Background: an optimization exercise with open tools, aiming at a short achievable clock period and few clock cycles. Do not read the settings as production practice. RTL that was checked went through simulation tests only; none was proved equivalent to the original. Power and IR drop assume default switching activity.

Setup of job 104:
==> flow/design.v (excerpt) <==
module cpu(input         clk, reset,
           input  [15:0] dataout, instruction,
           output        MemRd, MemWr,
           output [15:0] datain, instrAddr, dataAddr);
export LEC_CHECK = 0
export CAP_MARGIN = 20
export CORE_MARGIN = 2
export CORE_UTILIZATION = 40
export PLACE_DENSITY = 0.6
export SLEW_MARGIN = 20
create_clock -name core_clock -period 13.0 [get_ports {clk}]
standard.sh (not shown) runs the stock make flow with config.mk's settings and CLKGATE_MAP_FILE= SYNTH_SCRIPT=/design/flow/synth_recipe.tcl, a recipe that flattens the netlist after the stock synthesis.
==> flow/flow/run.sh <==
#!/bin/bash
# Own flow: the standard layout, with two changes to how it is made (the clock period
# and constraints are unchanged):
#  - the port buffers that buffer_ports inserts are plain buffers (buf_2), not whatever cell
#    it picks by default (a delay cell on this platform);
#  - repair_timing aims for more setup slack than the default.
set -euo pipefail
bash standard.sh SETUP_SLACK_MARGIN=9.2 'BUFFER_PORTS_ARGS=-buffer_cell sky130_fd_sc_hd__buf_2' finish > flow_standard.log 2>&1
> inputs changed (job 104 -> job 102)
==> flow/flow/run.sh <==
#!/bin/bash
# Own flow: the standard layout, with repair_timing aiming for more setup slack
# than the default (the clock period and constraints are unchanged).
set -euo pipefail
bash standard.sh SETUP_SLACK_MARGIN=9 finish > flow_standard.log 2>&1
### Flow results
- Against job 104, the final cell area of job 102 is lower.
- Proportion of layout cells with a drive suffix above 1 ended up 9.0 points lower on job 102 than on job 104.
- Delta (job 102 minus job 104): sequential cell area share now larger; share of power burned in the clock network down 1.4 points.
- In job 102, the wire length of the first global-routing pass came out 0.80% below the value in job 104.
- [job 102] total wire length fell 1.0 mm relative to job 104
- Job 102 against job 104: fraction of the core area covered by cells at the end of the flow now smaller, area of all sequential standard cells shows no meaningful change, DRC marker count from the first detailed-route iteration moved up, number of buffers added by the clock tree synthesis step went down 1.
- Overall power: lower on job 102
No run of this note included a check of the RTL's function; only the layout flow was run.

---

== ember ==
cpu, a different RTL version from the one above (not shown whole).
For scale: roughly 320 flip-flops, about 84 I/O pins, ~0.018 mm² of cells after synthesis.
export LEC_CHECK = 0
export CAP_MARGIN = 20
export CORE_MARGIN = 2
export CORE_UTILIZATION = 40
export PLACE_DENSITY = 0.6
export SLEW_MARGIN = 20
export SYNTH_HIERARCHICAL = 1
create_clock -name core_clock -period 13.0 [get_ports {clk}]
==> flow/flow/run.sh <==
#!/bin/bash
# Own flow: the standard layout, with two changes to how it is made (the clock period
# and constraints are unchanged):
#  - the port buffers that buffer_ports inserts are plain buffers (buf_2), not whatever cell
#    it picks by default (a delay cell on this platform);
#  - repair_timing aims for more setup slack than the default.
set -euo pipefail
bash standard.sh SETUP_SLACK_MARGIN=9.2 ADDER_MAP_FILE= 'BUFFER_PORTS_ARGS=-buffer_cell sky130_fd_sc_hd__buf_2' finish > flow_standard.log 2>&1
ember reached the final stage; the timing, design-rule and antenna checks on its layout passed.
Edits applied to the flow inputs when going from ember to harbor:
--- a/flow/flow/run.sh
+++ b/flow/flow/run.sh
@@ -6,3 +6,3 @@
 #  - repair_timing aims for more setup slack than the default.
 set -euo pipefail
-bash standard.sh SETUP_SLACK_MARGIN=9.2 ADDER_MAP_FILE= 'BUFFER_PORTS_ARGS=-buffer_cell sky130_fd_sc_hd__buf_2' finish > flow_standard.log 2>&1
+bash standard.sh SETUP_SLACK_MARGIN=9.2 'BUFFER_PORTS_ARGS=-buffer_cell sky130_fd_sc_hd__buf_2' finish > flow_standard.log 2>&1
### Flow results
- ember and harbor ended up with nearly the same synthesized area.
- For the routed length on met1, harbor came in about 0.7% higher than ember did.
- Post-cts gate resize count in harbor is 19% lower than in ember
- Row inverter count: harbor higher / ember lower
- Changes observed in harbor relative to ember: number of remaining DRC errors neither gained nor lost much; static leakage picked up an extra 1.9%.
- Pin count of the biggest net entering global routing is lower on harbor
- Final critical-path share of the clock period: harbor > ember
- Global routing usage summed across all routing layers | harbor below ember
No run of this note included a check of the RTL's function; only the layout flow was run.

---

Another version of the RTL of cpu (not shown whole).
For scale: roughly 2300 cells after synthesis, about 84 I/O pins, about 23000 sq um of cells after synthesis.
==> flow/config.mk <==
export PLATFORM = sky130hd
export DESIGN_NAME = cpu
export DESIGN_NICKNAME = cpu
export VERILOG_FILES = /design/flow/design.v
export SDC_FILE = /design/flow/constraint.sdc
export NUM_CORES = 4
export LEC_CHECK = 0
export CAP_MARGIN = 20
export CORE_MARGIN = 2
export CORE_UTILIZATION = 55
export PLACE_DENSITY = 0.7
export SLEW_MARGIN = 20
export SYNTH_HIERARCHICAL = 1
==> flow/constraint.sdc <==
create_clock -name core_clock -period 13.0 [get_ports {clk}]
set_input_delay 2.6000 -clock core_clock [delete_from_list [all_inputs] [get_ports {clk}]]
set_output_delay 2.6000 -clock core_clock [all_outputs]
set_load 0.01 [all_outputs]
==> flow/flow/run.sh <==
#!/bin/bash
# Own flow: the standard layout, with two changes to how it is made (the clock period
# and constraints are unchanged):
#  - the port buffers that buffer_ports inserts are plain buffers (buf_2), not whatever cell
#    it picks by default (a delay cell on this platform);
#  - repair_timing aims for more setup slack than the default.
set -euo pipefail
bash standard.sh SETUP_SLACK_MARGIN=9.2 'BUFFER_PORTS_ARGS=-buffer_cell sky130_fd_sc_hd__buf_2' finish > flow_standard.log 2>&1
The baseline passed the timing, design-rule and antenna checks.
==> next run, changes <==
--- a/flow/flow/run.sh
+++ b/flow/flow/run.sh
@@ -7,2 +7,2 @@
 set -euo pipefail
-bash standard.sh SETUP_SLACK_MARGIN=9.2 'BUFFER_PORTS_ARGS=-buffer_cell sky130_fd_sc_hd__buf_2' finish > flow_standard.log 2>&1
+bash standard.sh SETUP_SLACK_MARGIN=9.3 'BUFFER_PORTS_ARGS=-buffer_cell sky130_fd_sc_hd__buf_2' finish > flow_standard.log 2>&1
Clock-buffer cell count came out lower by 5.
Wire length is lower by 2.9%.
Cell area grows by 2.0%.
Synthesized area stays the same.
Clock skew goes down by 11 ps.
Utilization rises by 1.2 points.
Clock power grows by about 5%.
Function was not checked in any run of this note: the RTL went through the layout flow alone.

---

## v23
Another version of the RTL of cpu (not shown whole).
Size: ~300 flip-flops, about 16,000 um2 of cells after synthesis.
Settings: LEC_CHECK=0, CAP_MARGIN=20, CORE_MARGIN=2, CORE_UTILIZATION=40, PLACE_DENSITY=0.6, SLEW_MARGIN=20, SYNTH_HIERARCHICAL=1; clock period 13.0 ns.
==> flow/flow/run.sh <==
#!/bin/bash
# Own flow: the standard layout, with two changes to how it is made (the clock period
# and constraints are unchanged):
#  - the port buffers that buffer_ports inserts are plain buffers (buf_2), not whatever cell
#    it picks by default (a delay cell on this platform);
#  - repair_timing aims for more setup slack than the default.
set -euo pipefail
bash standard.sh SETUP_SLACK_MARGIN=9.2 MATCH_CELL_FOOTPRINT=0 'BUFFER_PORTS_ARGS=-buffer_cell sky130_fd_sc_hd__buf_2' finish > flow_standard.log 2>&1
v23 reached the end of the flow, and the finished layout is clean on the timing, design-rule and antenna checks.
Setup changes, v23 to v45
--- a/flow/flow/run.sh
+++ b/flow/flow/run.sh
@@ -6,3 +6,3 @@
 #  - repair_timing aims for more setup slack than the default.
 set -euo pipefail
-bash standard.sh SETUP_SLACK_MARGIN=9.2 MATCH_CELL_FOOTPRINT=0 'BUFFER_PORTS_ARGS=-buffer_cell sky130_fd_sc_hd__buf_2' finish > flow_standard.log 2>&1
+bash standard.sh SETUP_SLACK_MARGIN=9.5 MATCH_CELL_FOOTPRINT=0 'BUFFER_PORTS_ARGS=-buffer_cell sky130_fd_sc_hd__buf_2' finish > flow_standard.log 2>&1
==> comparison <==
Summary of the comparison: cell depth of the worst setup path is lower in v45, relative to v23. Total of clock buffers placed in the layout in v45 is about 23% higher than in v23. In v45 the clock power turned out about 0.8% higher than in v23. Part of the total power dissipated in the clock network: v45 vs v23 down 0.6 points. On v45: met3 usage is 1.2 points higher than what v23 gave. v23 → v45: total chip power went up, number of violations reported at the end of detailed-routing iteration 0 went up, global-route usage over all layers went up.
### v45 -> v33
--- a/flow/flow/run.sh
+++ b/flow/flow/run.sh
@@ -6,3 +6,3 @@
 #  - repair_timing aims for more setup slack than the default.
 set -euo pipefail
-bash standard.sh SETUP_SLACK_MARGIN=9.5 MATCH_CELL_FOOTPRINT=0 'BUFFER_PORTS_ARGS=-buffer_cell sky130_fd_sc_hd__buf_2' finish > flow_standard.log 2>&1
+bash standard.sh SETUP_SLACK_MARGIN=9.2 'BUFFER_PORTS_ARGS=-buffer_cell sky130_fd_sc_hd__buf_2' finish > flow_standard.log 2>&1
[summary]
- Compared with v45, v33 improves power consumption.
- Relative to v45, detailed route wirelength on metal2 has gone down in v33.
- Going from v45 to v33, via count saw a decrease; final critical-path required period went down; worst path setup slack after routing went up by 0.024 ns.
Function was not checked in any run of this note: the RTL went through the layout flow alone.

---

## the baseline
cpu, a different RTL version from the one above (not shown whole).
For scale: ~2200 cells after synthesis, ~84 I/O pins, about 22000 um^2 of cells after synthesis.
==> flow/config.mk <==
export PLATFORM = sky130hd
export DESIGN_NAME = cpu
export DESIGN_NICKNAME = cpu
export VERILOG_FILES = /design/flow/design.v
export SDC_FILE = /design/flow/constraint.sdc
export NUM_CORES = 4
export LEC_CHECK = 0
export CAP_MARGIN = 20
export CORE_MARGIN = 2
export CORE_UTILIZATION = 55
export PLACE_DENSITY = 0.7
export SLEW_MARGIN = 20
export SYNTH_HIERARCHICAL = 1
==> flow/constraint.sdc <==
create_clock -name core_clock -period 13.0 [get_ports {clk}]
set_input_delay 2.6000 -clock core_clock [delete_from_list [all_inputs] [get_ports {clk}]]
set_output_delay 2.6000 -clock core_clock [all_outputs]
set_load 0.01 [all_outputs]
==> flow/flow/run.sh <==
#!/bin/bash
# Own flow: the standard layout, with two changes to how it is made (the clock period
# and constraints are unchanged):
#  - the port buffers that buffer_ports inserts are plain buffers (buf_2), not whatever cell
#    it picks by default (a delay cell on this platform);
#  - repair_timing aims for more setup slack than the default.
set -euo pipefail
bash standard.sh SETUP_SLACK_MARGIN=9.2 'BUFFER_PORTS_ARGS=-buffer_cell sky130_fd_sc_hd__buf_2' finish > flow_standard.log 2>&1
Testbench counts of the baseline, summed over its fixed seeds: cycles 9,516.
## Diff of input files: the candidate against the baseline
diff --git a/flow/flow/run.sh b/flow/flow/run.sh
--- a/flow/flow/run.sh
+++ b/flow/flow/run.sh
@@ -8 +8 @@
-bash standard.sh SETUP_SLACK_MARGIN=9.2 'BUFFER_PORTS_ARGS=-buffer_cell sky130_fd_sc_hd__buf_2' finish > flow_standard.log 2>&1
+bash standard.sh SETUP_SLACK_MARGIN=9.4 'BUFFER_PORTS_ARGS=-buffer_cell sky130_fd_sc_hd__buf_2' finish > flow_standard.log 2>&1
Results
Final weighted congestion in routability-driven placement: the candidate vs the baseline down 0.028. When the candidate is set beside the baseline, its combinational cell fraction of total power turns out to be 0.5 points larger. Final-layout worst hold slack ended up 0.023 ns higher on the candidate than on the baseline. The baseline has a lower worst slew margin relative to its limit than the candidate. Row worst setup margin: the candidate lower / the baseline higher. Cmp the candidate and the baseline / static leakage power / higher: the candidate. The candidate vs the baseline, fill cell instance count of the final layout went down by about 5%. When the candidate is measured against the baseline, its peak per-stage delay on the critical path turns out 0.02 ns lower. Number of buffers added for setup after CTS went up by more than half going from the baseline to the candidate. Taking the candidate over the baseline, the met3 wire length ratio works out to 1.08. Compared with the baseline, the candidate is the more power-hungry design.

---

## amber
cpu, a different RTL version from the one above (not shown whole).
Size: ~300 flip-flops, roughly 84 I/O pins, about 16000 µm² of cells after synthesis.
Settings: LEC_CHECK=0, CAP_MARGIN=20, CORE_MARGIN=2, CORE_UTILIZATION=40, PLACE_DENSITY=0.6, SLEW_MARGIN=20, SYNTH_HIERARCHICAL=1; clock period 13.0 ns.
==> flow/flow/run.sh <==
#!/bin/bash
# Own flow: the standard layout, with two changes to how it is made (the clock period
# and constraints are unchanged):
#  - the port buffers that buffer_ports inserts are plain buffers (buf_2), not whatever cell
#    it picks by default (a delay cell on this platform);
#  - repair_timing aims for more setup slack than the default.
set -euo pipefail
bash standard.sh SETUP_SLACK_MARGIN=9.2 'BUFFER_PORTS_ARGS=-buffer_cell sky130_fd_sc_hd__buf_2' finish > flow_standard.log 2>&1
Testbench counts of amber, summed over its fixed seeds: cycles 9,878.
### amber -> willow
# amber
export LEC_CHECK = 0
export CAP_MARGIN = 20
export CORE_MARGIN = 2
export CORE_UTILIZATION = 40
export PLACE_DENSITY = 0.6
export SLEW_MARGIN = 20
export SYNTH_HIERARCHICAL = 1
create_clock -name core_clock -period 13.0 [get_ports {clk}]
# willow
export LEC_CHECK = 0
export CAP_MARGIN = 20
export CORE_MARGIN = 2
export CORE_UTILIZATION = 40
export PLACE_DENSITY = 0.6
export SLEW_MARGIN = 20
create_clock -name core_clock -period 13.0 [get_ports {clk}]
### Flow results
- Both conditions hold for willow: the flow ran to the end and the final layout passed the timing, design-rule and antenna checks.
- [diff] clock period minus final worst setup slack, willow relative to amber: regression
- willow ends up with lower combinational cell fraction of total power than amber does.
- There was hardly any difference in fraction of area in registers between willow and amber.
- On average vias per placed instance, willow and amber are neck and neck.
- Looking at number of global-route vias before repair across willow and amber, the one that comes out higher is amber.
- Diff amber..willow | sequential cell area | negligible

---

## east
cpu, a different RTL version from the one above (not shown whole).
Size in the first run: roughly 2200 cells after synthesis, about 84 I/O pins, ~22000 µm² of cells after synthesis.
==> flow/config.mk <==
export PLATFORM = sky130hd
export DESIGN_NAME = cpu
export DESIGN_NICKNAME = cpu
export VERILOG_FILES = /design/flow/design.v
export SDC_FILE = /design/flow/constraint.sdc
export NUM_CORES = 4
export LEC_CHECK = 0
export CAP_MARGIN = 20
export CORE_MARGIN = 2
export CORE_UTILIZATION = 55
export PLACE_DENSITY = 0.7
export SLEW_MARGIN = 20
export SYNTH_HIERARCHICAL = 1
==> flow/constraint.sdc <==
create_clock -name core_clock -period 13.0 [get_ports {clk}]
set_input_delay 2.6000 -clock core_clock [delete_from_list [all_inputs] [get_ports {clk}]]
set_output_delay 2.6000 -clock core_clock [all_outputs]
set_load 0.01 [all_outputs]
Scripts as last shown in full above: flow/flow/run.sh
east went all the way through the flow, and no timing, DRC or antenna check failed.
Testbench counts of east, summed over its fixed seeds: cycles 9,499.
--- input diff east..west ---
diff --git a/flow/flow/run.sh b/flow/flow/run.sh
--- a/flow/flow/run.sh
+++ b/flow/flow/run.sh
@@ -7,2 +7,2 @@
 set -euo pipefail
-bash standard.sh SETUP_SLACK_MARGIN=9.2 'BUFFER_PORTS_ARGS=-buffer_cell sky130_fd_sc_hd__buf_2' finish > flow_standard.log 2>&1
+bash standard.sh SETUP_SLACK_MARGIN=9.3 'BUFFER_PORTS_ARGS=-buffer_cell sky130_fd_sc_hd__buf_2' finish > flow_standard.log 2>&1
Notes after the runs:
Taking east as the reference point, the total length of routed met3 wires of west rises by about 16%.
Looking at east and west, the number of cells after detailed placement is a wash.
Global-route wire length before repair (west vs. east) increases by a few percent
Against east, first-iteration DRC count in west came out worse.

---

S:
cpu, a different RTL version from the one above (not shown whole).
Size in the first run: ~22000 µm² of cells after synthesis.
==> flow/config.mk <==
export PLATFORM = sky130hd
export DESIGN_NAME = cpu
export DESIGN_NICKNAME = cpu
export VERILOG_FILES = /design/flow/design.v
export SDC_FILE = /design/flow/constraint.sdc
export NUM_CORES = 4
export LEC_CHECK = 0
export CAP_MARGIN = 20
export CORE_MARGIN = 2
export CORE_UTILIZATION = 55
export PLACE_DENSITY = 0.7
export SLEW_MARGIN = 20
export SYNTH_HIERARCHICAL = 1
==> flow/constraint.sdc <==
create_clock -name core_clock -period 13.0 [get_ports {clk}]
set_input_delay 2.6000 -clock core_clock [delete_from_list [all_inputs] [get_ports {clk}]]
set_output_delay 2.6000 -clock core_clock [all_outputs]
set_load 0.01 [all_outputs]
==> flow/flow/run.sh <==
#!/bin/bash
# Own flow: the standard layout, with two changes to how it is made (the clock period
# and constraints are unchanged):
#  - the port buffers that buffer_ports inserts are plain buffers (buf_2), not whatever cell
#    it picks by default (a delay cell on this platform);
#  - repair_timing aims for more setup slack than the default.
set -euo pipefail
bash standard.sh SETUP_SLACK_MARGIN=9.2 'BUFFER_PORTS_ARGS=-buffer_cell sky130_fd_sc_hd__buf_2' finish > flow_standard.log 2>&1
Testbench counts of S, summed over its fixed seeds: cycles 9,499.
#### Input delta (T over S)
diff --git a/flow/flow/run.sh b/flow/flow/run.sh
--- a/flow/flow/run.sh
+++ b/flow/flow/run.sh
@@ -7,2 +7,2 @@
 set -euo pipefail
-bash standard.sh SETUP_SLACK_MARGIN=9.2 'BUFFER_PORTS_ARGS=-buffer_cell sky130_fd_sc_hd__buf_2' finish > flow_standard.log 2>&1
+bash standard.sh SETUP_SLACK_MARGIN=9.3 'BUFFER_PORTS_ARGS=-buffer_cell sky130_fd_sc_hd__buf_2' finish > flow_standard.log 2>&1
### Flow results
When T is set beside S, its reported net switching power turns out to be 20 µW larger. T and S ended up with nearly the same tightest hold margin. S ended up with met5 as its uppermost layer routed; T ended up with met4. Final critical-path setup slack was lower in the run labelled T. Cell area in T vs S: up about 1.8%.

afterwards: timing with drivers on the ports:
How much do the figures lean on ideal ports? The routed layouts below were timed once more, with nothing changed but the port constraints. Step 1 (the two cells are an assumption about what drives the block):
set clk [get_ports {clk}]
set_driving_cell -lib_cell sky130_fd_sc_hd__clkbuf_16 $clk
set_driving_cell -lib_cell sky130_fd_sc_hd__buf_2 [delete_from_list [all_inputs] $clk]
Step 2, shift: input delay + t, output delay - t, t = (earliest + latest rising clock arrival at the registers) / 2. This alone moves slack from input paths to output paths. Three values: ideal, step 1, step 2; two values: the first two.
| run | shift t [ns] | setup slack, ns | slew at the worst register clock pin (ns) | worst slew at a driven data input, ns |
|---|---|---|---|---|
| job 104 | 0.623 | 8.588 / 8.574 / 7.950 | 0.07 / 0.07 | 0.06 |
| job 102 | 0.605 | 8.634 / 8.647 / 8.043 | 0.07 / 0.07 | 0.06 |
| ember | 0.613 | 8.697 / 8.697 / 8.149 | 0.07 / 0.07 | 0.10 |
| harbor | 0.589 | 8.669 / 8.669 / 8.256 | 0.06 / 0.06 | 0.09 |
| the first run of note 3 | 0.635 | 9.071 / 9.076 / 8.441 | 0.07 / 0.07 | 0.12 |
| the second run of note 3 | 0.633 | 9.123 / 9.121 / 8.502 | 0.07 / 0.07 | 0.08 |
| v23 | 0.583 | 8.979 / 8.972 / 8.389 | 0.07 / 0.07 | 0.07 |
| v45 | 0.575 | 8.952 / 8.940 / 8.364 | 0.07 / 0.07 | 0.08 |
| v33 | 0.577 | 8.976 / 8.961 / 8.384 | 0.06 / 0.06 | 0.08 |
| the baseline | 0.620 | 9.123 / 9.117 / 8.497 | 0.06 / 0.06 | 0.06 |
| the candidate | 0.617 | 9.061 / 9.057 / 8.439 | 0.07 / 0.07 | 0.12 |
| amber | 0.595 | 8.981 / 8.935 / 8.340 | 0.07 / 0.07 | 0.17 |
| willow | 0.586 | 8.644 / 8.658 / 8.072 | 0.06 / 0.06 | 0.08 |
| east | 0.623 | 9.201 / 9.143 / 8.641 | 0.06 / 0.06 | 0.04 |
| west | 0.636 | 9.163 / 9.105 / 8.566 | 0.07 / 0.07 | 0.08 |
| S | 0.615 | 9.171 / 9.147 / 8.568 | 0.07 / 0.07 | 0.09 |
| T | 0.613 | 9.141 / 9.136 / 8.543 | 0.06 / 0.06 | 0.06 |
After both steps every run listed still meets setup and hold. For amber, which loses most, drivers alone change the setup slack by -0.046 ns; drivers and shift together by -0.641 ns.
